Context: an optimization exercise on an open-source flow, tuned for small area. The choices shown serve that exercise and are no tape-out recipe.
RTL that was checked went through simulation tests only; none was proved equivalent to the original.
Power and IR drop assume default switching activity. The flow treats the clock pin as an ideal source, which a real chip does not have.

juniper:
## adc_top
module adc_top (
    input  wire                clk,
    input  wire                rstn,
    input  wire signed [4:0]   dat_in,
    output wire                clk_vld_out,
    output wire signed [31:0]  dat_out
);
export LEC_CHECK = 0
export ABC_AREA = 1
export CAP_MARGIN = 20
export CORE_MARGIN = 2
export CORE_UTILIZATION = 60
export CTS_CLUSTER_DIAMETER = 90
export CTS_CLUSTER_SIZE = 32
export SLEW_MARGIN = 20
create_clock -name core_clock -period 30.0 [get_ports {clk}]
standard.sh (not shown) runs the stock make flow with config.mk's settings and CLKGATE_MAP_FILE= SYNTH_SCRIPT=/design/flow/synth_recipe.tcl, a recipe that flattens the netlist after the stock synthesis.
==> flow/flow/run.sh <==
#!/bin/bash
# The standard layout (standard.sh, unchanged synthesis and steps) with two
# changes: the port buffers are buf_1 cells, and clock tree synthesis inserts
# no dummy loads.  Each tool's output goes to standard.log.
set -euo pipefail
export BUFFER_PORTS_ARGS="-buffer_cell sky130_fd_sc_hd__buf_1"
export CTS_ARGS="-sink_clustering_enable -repair_clock_nets -sink_clustering_size 32 -sink_clustering_max_diameter 90 -dont_use_dummy_load"
bash standard.sh > standard.log 2>&1
juniper finished every stage and its layout cleared the timing, DRC and antenna checks.
The following lists how quartz was set up differently from juniper:
Settings: a change of CORE_UTILIZATION from 60 to 50.
--- a/flow/flow/run.sh
+++ b/flow/flow/run.sh
@@ -5,4 +5,4 @@
 set -euo pipefail
 export BUFFER_PORTS_ARGS="-buffer_cell sky130_fd_sc_hd__buf_1"
-export CTS_ARGS="-sink_clustering_enable -repair_clock_nets -sink_clustering_size 32 -sink_clustering_max_diameter 90 -dont_use_dummy_load"
+export CTS_ARGS="-sink_clustering_enable -repair_clock_nets -sink_clustering_size 34 -sink_clustering_max_diameter 90 -dont_use_dummy_load"
 bash standard.sh > standard.log 2>&1
## What came out
- quartz: done, clean on timing, DRC and antenna
- [compare] base=juniper new=quartz: signal arrival time at the worst endpoint essentially unchanged, worst-case hold slack decreased 0.012 ns, cell count increased 398.
- quartz vs juniper: global-route usage down in quartz
- Going from juniper to quartz, worst slew slack as a fraction of its limit lost 1.8 points, maximum frequency flat.
Setup changes, quartz to nickel
Settings: CORE_UTILIZATION: 50 -> 60.
--- a/flow/flow/run.sh
+++ b/flow/flow/run.sh
@@ -5,4 +5,4 @@
 set -euo pipefail
 export BUFFER_PORTS_ARGS="-buffer_cell sky130_fd_sc_hd__buf_1"
-export CTS_ARGS="-sink_clustering_enable -repair_clock_nets -sink_clustering_size 34 -sink_clustering_max_diameter 90 -dont_use_dummy_load"
+export CTS_ARGS="-sink_clustering_enable -repair_clock_nets -sink_clustering_size 34 -sink_clustering_max_diameter 90 -dont_use_dummy_load -buf_list {sky130_fd_sc_hd__clkbuf_8 sky130_fd_sc_hd__clkbuf_16} -sink_clustering_buffer sky130_fd_sc_hd__clkbuf_16"
 bash standard.sh > standard.log 2>&1
Findings:
nickel vs. quartz: maximum frequency from static timing analysis comparable, pre-CTS setup slack -0.010 ns, sum of routed wire length over all layers went down by 1.1%, power density relative to cell area neither gained nor lost much.
Compared to quartz, nickel has global-route usage over all layers 2.8 points higher.
On count of clock buffers in the final design: between quartz and nickel, it ends up higher for quartz.
Modified inputs, maple compared to nickel
==> flow/flow/run.sh <==
#!/bin/bash
# The standard layout (standard.sh, unchanged synthesis and steps) with two
# changes: the port buffers are buf_1 cells, and clock tree synthesis inserts
# no dummy loads.  Each tool's output goes to standard.log.
set -euo pipefail
export BUFFER_PORTS_ARGS="-buffer_cell sky130_fd_sc_hd__buf_1"
export CTS_ARGS="-sink_clustering_enable -repair_clock_nets -sink_clustering_size 33 -sink_clustering_max_diameter 110 -dont_use_dummy_load"
bash standard.sh > standard.log 2>&1
### Flow results
Summary: with nickel as the reference, count of clock-buffer cells in the layout in maple moved up slightly. Status: global-route usage parity (maple, nickel). Going from nickel to maple, core utilization ~0 delta, shortest clock period the worst path allows after layout increased 0.011 ns, combinational power flat, via count was more or less identical. nickel and maple ended up with nearly the same fmax. nickel → maple: first-pass GRT wire length level, fraction of area in clock buffers and inverters level, design area level.

* * *

Another version of the RTL of adc_top (not shown whole).
Size in the first run: about 3200 flip-flops, ~82000 um^2 of cells after synthesis.
clock: 30.0 ns
lec_check: 0
abc_area: 1
cap_margin: 20
core_margin: 2
core_utilization: 60
cts_cluster_diameter: 90
cts_cluster_size: 32
gpl_routability_driven: 0
gpl_timing_driven: 0
slew_margin: 20
run.sh (not shown) runs the stock make flow with config.mk's settings and CLKGATE_MAP_FILE= SYNTH_SCRIPT=/design/flow/synth_recipe.tcl, a recipe that flattens the netlist after the stock synthesis.
Stock flow here: none of the scripts above is used.
Next try:
ABC_AREA = default   (was 1)
GPL_ROUTABILITY_DRIVEN = default   (was 0)
GPL_TIMING_DRIVEN = default   (was 0)
What happened: First-iteration DRC count went down by 20%; clock-buffer cell count rose by 6; clock skew went down by 13 ps; routed wire length goes up by 0.44%; clock power is about the same; utilization goes down by 0.29 points; total power decreases by 0.30%; global-route usage went up by 0.23 points; combinational power drops by 5.2%; setup slack degrades by 17 ps.
Next try:
ABC_AREA = 1   (was default)
Result:
- The changed run completed without violations
- wire length shrinks by 0.84%
- design area is about the same
- sequential share of layout area increases by 0.12 points
- via count is higher by about 3.3%
- power grows by about 0.35%
- non-clock buffer count shrinks by 6
- synthesized cell count came out higher by 8.4%
- first-iteration DRC count goes down by about 5%
- setup slack is better by 180 ps
- global-route usage drops by 0.19 points
- worst hold slack is worse by 35 ps

* * *

Another version of the RTL of adc_top (not shown whole).
Size in the first run: roughly 5,000 cells after synthesis, about 3,300 flip-flops, ~40 I/O pins, roughly 83,000 um^2 of cells after synthesis.
Settings: LEC_CHECK=0, CAP_MARGIN=20, CORE_MARGIN=2, CORE_UTILIZATION=40, CTS_CLUSTER_DIAMETER=120, CTS_CLUSTER_SIZE=28, SLEW_MARGIN=20; clock period 30.0 ns.
The starting point produced a clean layout.
Next try:
--- a/flow/config.mk
+++ b/flow/config.mk
@@ -9,5 +9,5 @@
 export CORE_MARGIN = 2
-export CORE_UTILIZATION = 40
-export CTS_CLUSTER_DIAMETER = 120
-export CTS_CLUSTER_SIZE = 28
+export CORE_UTILIZATION = 60
+export CTS_CLUSTER_DIAMETER = 100
+export CTS_CLUSTER_SIZE = 30
 export SLEW_MARGIN = 20
=> Setup slack is about the same; power came out lower by about 1.7%; critical path depth does not change; area after synthesis is unchanged.
Next try:
--- a/flow/config.mk
+++ b/flow/config.mk
@@ -9,5 +9,3 @@
 export CORE_MARGIN = 2
-export CORE_UTILIZATION = 60
-export CTS_CLUSTER_DIAMETER = 100
-export CTS_CLUSTER_SIZE = 30
+export CORE_UTILIZATION = 40
 export SLEW_MARGIN = 20
Worst setup slack improved by 0.13 ns.
Clock-buffer cell count went up by 297.
Die area is higher by 49%.
Power increases by 27%.
Wire length rises by 4.1%.
Cell area came out higher by 9.3%.
Utilization is lower by 18 points.
Clock skew went up by 0.030 ns.
Via count grows by 5.7%.
Sequential cell count stays the same.
Clock power rose by 99%.
Next try:
--- a/flow/config.mk
+++ b/flow/config.mk
@@ -10,2 +10,4 @@
 export CORE_UTILIZATION = 40
+export CTS_BUF_LIST = sky130_fd_sc_hd__clkbuf_8
+export CTS_CLUSTER_SIZE = 24
 export SLEW_MARGIN = 20
Result: The changed run ran to the end with no violations. Non-clock buffer count climbs by 1. Register-to-register slack is worse by 0.03 ns. Utilization drops by 0.52 points. Via count climbs by 2.3%. Global-route usage climbs by 0.13 points. Count of clock-buffer cells in the layout climbs by 134. Synthesized area is unchanged.

* * *

== alpha ==
Another version of the RTL of adc_top (not shown whole).
Size: about 5000 cells after synthesis, about 3200 flip-flops, ~40 I/O pins.
## adc_top
module adc_top (
    input  wire                clk,
    input  wire                rstn,
    input  wire signed [4:0]   dat_in,
    output wire                clk_vld_out,
    output wire signed [31:0]  dat_out
);
    reg  [8:0] cnt;       
    reg  [5:0] ph;        
    reg        clr;       
    reg        vld;
    always @(posedge clk or negedge rstn) begin
        if (!rstn) begin
            cnt <= 9'd0;
            ph  <= 6'd0;
            clr <= 1'b1;
            vld <= 1'b0;
        end else begin
            cnt <= cnt + 9'd1;
            ph  <= (ph == 6'd34) ? 6'd0 : ph + 6'd1;
            if (ph == 6'd34)
                clr <= 1'b0;
            vld <= (cnt == 9'd452);
        end
    end
    wire rend = (ph == 6'd34);         
    wire cap  = (cnt[5:0] == 6'd1);    
    reg       cpend;
    reg [2:0] ckk;
    reg       e0v, e1e, e2e, e3v, e3w, e4v;
    reg [2:0] e0k;
    reg [1:0] e1k, e2k;
    always @(posedge clk or negedge rstn) begin
        if (!rstn) begin
            cpend <= 1'b0; ckk <= 3'd0;
            e0v <= 1'b0; e1e <= 1'b0; e2e <= 1'b0; e3v <= 1'b0; e3w <= 1'b0; e4v <= 1'b0;
            e0k <= 3'd0; e1k <= 2'd0; e2k <= 2'd0;
        end else if (rend) begin
            e0v <= cpend | cap;
            e0k <= cap ? cnt[8:6] : ckk;
            cpend <= 1'b0;
            e1e <= e0v & ~e0k[0]; e1k <= e0k[2:1];
            e2e <= e1e;           e2k <= e1k;
            e3v <= e2e & (e2k == 2'd0);
            e3w <= e2e & (e2k == 2'd2);
            e4v <= e3v;
        end else if (cap) begin
            cpend <= 1'b1;
            ckk   <= cnt[8:6];
        end
    end
    wire ystr;                  
    wire e1str;                 
    wire e2str;                 
    wire e2sign;
    cic_filter u_cic (
        .clk(clk), .rstn(rstn), .dat_in(dat_in), .ph(ph), .cap(cap),
        .rend(rend), .pass(e0v), .clr(clr), .y(ystr)
    );
    wire [13:0] cl;             
    wire [2:0]  hl_e;           
    wire [1:0]  hl_o;           
    cic_comp_filter u_comp (
        .clk(clk), .ph(ph), .clr(clr),
        .pB(e0v & ~e0k[0]), .pA(e1e), .pQ(e2e & ~e2k[0]),
        .ystr(ystr), .cl(cl), .hl_e(hl_e), .hl_o(hl_o), .str(e1str)
    );
    hb1_filter u_hb1 (
        .clk(clk), .clr(clr), .ystr(ystr), .shift_c(e0v),
        .str(e1str), .shift_e(e2e & ~e2k[0]), .shift_o(e2e & e2k[0]),
  ...
clock: 30.0 ns
lec_check: 0
cap_margin: 20
core_margin: 2
core_utilization: 60
cts_cluster_diameter: 100
cts_cluster_size: 30
slew_margin: 20
No stage failed in alpha, and the final checks on the layout all came back clean.
--- input diff alpha..beta ---
# alpha
export LEC_CHECK = 0
export CAP_MARGIN = 20
export CORE_MARGIN = 2
export CORE_UTILIZATION = 60
export CTS_CLUSTER_DIAMETER = 100
export CTS_CLUSTER_SIZE = 30
export SLEW_MARGIN = 20
create_clock -name core_clock -period 30.0 [get_ports {clk}]
# beta
export LEC_CHECK = 0
export CAP_MARGIN = 20
export CORE_MARGIN = 2
export CORE_UTILIZATION = 65
export CTS_CLUSTER_DIAMETER = 80
export CTS_CLUSTER_SIZE = 34
export PLACE_DENSITY = 0.8
export SLEW_MARGIN = 20
create_clock -name core_clock -period 30.0 [get_ports {clk}]
==> notes.md <==
When beta is set beside alpha, its final total power turns out to be about 2% larger. Delta (beta minus alpha): combinational power went up; cell area roughly the same; sequential share of layout area held steady; register bit total from synthesis held steady. When the final numbers for beta and alpha were put side by side, the x dimension of the die turned out to be greater in alpha.
The following lists how gamma was set up differently from beta:
# beta
export LEC_CHECK = 0
export CAP_MARGIN = 20
export CORE_MARGIN = 2
export CORE_UTILIZATION = 65
export CTS_CLUSTER_DIAMETER = 80
export CTS_CLUSTER_SIZE = 34
export PLACE_DENSITY = 0.8
export SLEW_MARGIN = 20
create_clock -name core_clock -period 30.0 [get_ports {clk}]
# gamma
export LEC_CHECK = 0
export CAP_MARGIN = 20
export CORE_MARGIN = 2
export CORE_UTILIZATION = 60
export CTS_CLUSTER_DIAMETER = 60
export CTS_CLUSTER_SIZE = 34
export PLACE_DENSITY = 0.75
export SLEW_MARGIN = 20
create_clock -name core_clock -period 30.0 [get_ports {clk}]
==> notes.md <==
gamma did not stop at any stage, and its layout met the timing, DRC and antenna checks.
Summary of gamma over beta: clock skew after layout saw a decrease, area growth from synthesis to layout moved up, setup slack went down by 110 ps.
#### Input delta (delta over gamma)
# gamma
export LEC_CHECK = 0
export CAP_MARGIN = 20
export CORE_MARGIN = 2
export CORE_UTILIZATION = 60
export CTS_CLUSTER_DIAMETER = 60
export CTS_CLUSTER_SIZE = 34
export PLACE_DENSITY = 0.75
export SLEW_MARGIN = 20
create_clock -name core_clock -period 30.0 [get_ports {clk}]
# delta
export LEC_CHECK = 0
export CAP_MARGIN = 20
export CORE_MARGIN = 2
export CORE_UTILIZATION = 65
export CTS_CLUSTER_DIAMETER = 100
export CTS_CLUSTER_SIZE = 30
export PLACE_DENSITY = 0.85
export SLEW_MARGIN = 20
create_clock -name core_clock -period 30.0 [get_ports {clk}]
Changes observed in delta relative to gamma: worst relative slew slack fell 4.9 points; leakage power figure went down; maximum resistive drop on vdd decreased by about 2.7% relative to the old numbers; total core area lost 8.1%; signed area change from the synthesized netlist to the final layout decreased by 2.2 points relative to the old numbers. Changes observed in delta relative to gamma: power dissipated by switching net loads has decreased; total power decreased by about 4.7% relative to the old numbers; final critical-path setup slack now sits higher. | top achievable clock speed | lower: gamma |. Re number of filler cells placed in the layout: delta is 1531 down on gamma.
Function was not checked in any run of this note: the RTL went through the layout flow alone.

* * *

## JK
Another version of the RTL of adc_top (not shown whole).
For scale: about 3,200 flip-flops.
==> flow/design.v (excerpt) <==
module adc_top (
    input  wire                clk,
    input  wire                rstn,
    input  wire signed [4:0]   dat_in,
    output wire                clk_vld_out,
    output wire signed [31:0]  dat_out
);
clock: 30.0 ns
lec_check: 0
cap_margin: 0
core_margin: 2
core_utilization: 60
cts_cluster_diameter: 100
cts_cluster_size: 30
slew_margin: 0
Every stage of JK finished as expected; the final checks, on the other hand, flagged antenna violations, which means the layout fails.
[inputs] MS vs JK
Settings: swapping 0 for 20 in SLEW_MARGIN; swapping 0 for 20 in CAP_MARGIN.
Findings:
MS ran in full, but the layout does not pass; the checks complain about antenna violations. Status: area enclosed by the die boundary parity (MS, JK). Routed wire length: MS vs JK, no meaningful difference. Delta (MS minus JK): final worst slack was more or less identical, logic depth of the worst setup path including buffers was more or less identical.
Function was not checked in any run of this note: the RTL went through the layout flow alone.

* * *

adc_top, a different RTL version from the one above (not shown whole).
Size: roughly 4900 cells after synthesis, ~3200 flip-flops, about 40 I/O pins, ~82000 um^2 of cells after synthesis.
Settings: LEC_CHECK=0, CAP_MARGIN=20, CORE_MARGIN=2, CORE_UTILIZATION=60, CTS_CLUSTER_DIAMETER=100, CTS_CLUSTER_SIZE=30, SLEW_MARGIN=20; clock period 30.0 ns.
The starting point finished clean.
Rerun with:
- CTS_CLUSTER_DIAMETER: 100 -> 90
- CTS_CLUSTER_SIZE: 30 -> 32
Flip-flop and latch count stays the same.
Cell count hardly moves.
Total power is about the same.
Utilization hardly moves.
Worst setup slack gets worse by 0.013 ns.
First-iteration DRC count is higher by 0.95%.
Fmax stays flat.
Wire length rises by about 0.3%.
Clock skew decreases by 0.025 ns.
Final area hardly moves.
Synthesized cell count is unchanged.
No run of this note included a check of the RTL's function; only the layout flow was run.

* * *

## T
RTL: one of the versions met above, not the one the previous note started from.
Size: roughly 5300 cells after synthesis, ~3200 flip-flops, roughly 81000 sq um of cells after synthesis.
==> flow/design.v (excerpt) <==
module adc_top (
    input  wire                clk,
    input  wire                rstn,
    input  wire signed [4:0]   dat_in,
    output wire                clk_vld_out,
    output wire signed [31:0]  dat_out
);
    reg  [8:0] cnt;       
    reg  [5:0] ph;        
    reg        clr;       
    reg        vld;
    always @(posedge clk or negedge rstn) begin
        if (!rstn) begin
            cnt <= 9'd0;
            ph  <= 6'd0;
            clr <= 1'b1;
            vld <= 1'b0;
        end else begin
            cnt <= cnt + 9'd1;
            ph  <= (ph == 6'd34) ? 6'd0 : ph + 6'd1;
            if (ph == 6'd34)
                clr <= 1'b0;
            vld <= (cnt == 9'd452);
        end
    end
    wire rend = (ph == 6'd34);         
    wire cap  = (cnt[5:0] == 6'd1);    
    reg       e0v, e1e, e2e, e3v, e3w, e4v;
    reg [2:0] e0k;
    reg [1:0] e1k, e2k;
    always @(posedge clk or negedge rstn) begin
        if (!rstn) begin
            e0v <= 1'b0; e1e <= 1'b0; e2e <= 1'b0; e3v <= 1'b0; e3w <= 1'b0; e4v <= 1'b0;
            e0k <= 3'd0; e1k <= 2'd0; e2k <= 2'd0;
        end else if (rend) begin
            e0v <= (cnt[5:0] != 6'd0) && (cnt[5:0] <= 6'd35);
            e0k <= cnt[8:6];
            e1e <= e0v & ~e0k[0]; e1k <= e0k[2:1];
            e2e <= e1e;           e2k <= e1k;
            e3v <= e2e & (e2k == 2'd0);
            e3w <= e2e & (e2k == 2'd2);
            e4v <= e3v;
        end
    end
    wire ystr;                  
    wire e1str;                 
    wire e2str;                 
    wire e2sign;
    cic_filter u_cic (
        .clk(clk), .rstn(rstn), .dat_in(dat_in), .ph(ph), .cap(cap),
        .rend(rend), .pass(e0v), .clr(clr), .y(ystr)
    );
    wire [13:0] cl;             
  ...
export LEC_CHECK = 0
export ABC_AREA = 1
export CAP_MARGIN = 20
export CORE_MARGIN = 2
export CORE_UTILIZATION = 60
export CTS_CLUSTER_DIAMETER = 90
export CTS_CLUSTER_SIZE = 32
export SLEW_MARGIN = 20
create_clock -name core_clock -period 30.0 [get_ports {clk}]
standard.sh (not shown) runs the stock make flow with config.mk's settings and CLKGATE_MAP_FILE= SYNTH_SCRIPT=/design/flow/synth_recipe.tcl, a recipe that flattens the netlist after the stock synthesis.
==> flow/flow/run.sh <==
#!/bin/bash
# The standard layout (standard.sh, unchanged synthesis and steps) with two
# changes: the port buffers are buf_1 cells, and clock tree synthesis inserts
# no dummy loads.  Each tool's output goes to standard.log.
set -euo pipefail
export BUFFER_PORTS_ARGS="-buffer_cell sky130_fd_sc_hd__buf_1"
export CTS_ARGS="-sink_clustering_enable -repair_clock_nets -sink_clustering_size 34 -sink_clustering_max_diameter 90 -dont_use_dummy_load"
bash standard.sh > standard.log 2>&1
Edits applied to the flow inputs when going from T to S:
==> flow/run.sh (new file) <==
#!/bin/bash
# synth_recipe.tcl (not shown) runs the flow's synth.tcl, then flattens the netlist and writes it again
# the make line also repeats each setting of config.mk as NAME=value (left out here)
make -C /OpenROAD-flow-scripts/flow DESIGN_CONFIG=/design/flow/config.mk WORK_HOME=/design/flow/orfs CLKGATE_MAP_FILE= SYNTH_SCRIPT=/design/flow/synth_recipe.tcl finish
removed: flow/flow/run.sh
removed: flow/standard.sh
[summary]
- The final HPWL from detailed placement was comparable across T and S.
- Comparing T against S, there is no change at all in die width.
- Compared to T, S has global routing met2 resource utilization 0.21 points higher.
- Compared with T, in S aggregate routed wire length picked up an extra 460 um, detailed-routing wirelength on met1 neither gained nor lost much.
- Final non-filler cell total in S vs T: up 40
- S vs. T: maximum frequency lower; least setup slack across all paths after layout -0.36 ns; total power now larger.

[port drivers added, routing unchanged]
No port has a modelled driver above. Below, the same layouts with a new extraction and two added sets of constraints. Step 1: set_driving_cell puts a clkbuf_16 on clk and a buf_2 on each other input, an assumption about the parent block. Step 2 times the ports against the registers' clock, not the clock port: input delays grow and output delays shrink by t, the midpoint of the rising clock arrivals with the driver on. Three values: no drivers, after step 1, after step 2; two values: the first two.
| run | t, ns | setup WS [ns] | worst setup path at the end | latest minus earliest clock arrival (ns) |
|---|---|---|---|---|
| juniper | 0.790 | 10.290 / 10.347 / 9.557 | input to register | 0.094 / 0.094 |
| quartz | 0.812 | 10.305 / 10.365 / 9.552 | input to register | 0.151 / 0.151 |
| nickel | 0.793 | 10.289 / 10.345 / 9.552 | input to register | 0.102 / 0.102 |
| maple | 0.787 | 10.279 / 10.335 / 9.548 | input to register | 0.106 / 0.106 |
| the first run of note 2 | 0.817 | 9.810 / 9.868 / 9.052 | input to register | 0.068 / 0.067 |
| the second run of note 2 | 0.817 | 9.794 / 9.845 / 9.028 | input to register | 0.053 / 0.053 |
| the third run of note 2 | 0.807 | 9.978 / 10.024 / 9.217 | input to register | 0.081 / 0.081 |
| the first run of note 3 | 0.889 | 9.852 / 9.915 / 9.025 | input to register | 0.077 / 0.077 |
| the second run of note 3 | 0.829 | 9.855 / 9.908 / 9.079 | input to register | 0.050 / 0.049 |
| the third run of note 3 | 0.972 | 9.981 / 10.045 / 9.073 | input to register | 0.094 / 0.093 |
| the fourth run of note 3 | 1.119 | 10.164 / 10.224 / 9.104 | input to register | 0.132 / 0.131 |
| alpha | 0.837 | 9.791 / 9.842 / 9.005 | input to register | 0.048 / 0.047 |
| beta | 0.829 | 9.692 / 9.735 / 8.906 | input to register | 0.082 / 0.082 |
| gamma | 0.855 | 9.580 / 9.613 / 8.758 | input to register | 0.046 / 0.046 |
| delta | 0.839 | 9.662 / 9.711 / 8.872 | input to register | 0.102 / 0.102 |
| JK | 0.825 | 9.788 / 9.840 / 9.015 | input to register | 0.060 / 0.060 |
| MS | 0.825 | 9.788 / 9.840 / 9.015 | input to register | 0.060 / 0.060 |
| the first run of note 6 | 0.825 | 9.811 / 9.857 / 9.032 | input to register | 0.070 / 0.070 |
| the second run of note 6 | 0.832 | 9.798 / 9.843 / 9.011 | input to register | 0.037 / 0.038 |
| T | 0.793 | 10.289 / 10.345 / 9.552 | input to register | 0.102 / 0.102 |
| S | 0.822 | 9.931 / 9.978 / 9.156 | input to register | 0.037 / 0.038 |
The setup slack of the fourth run of note 3, which loses most, moves by +0.060 ns with the drivers and by -1.060 ns with both steps.
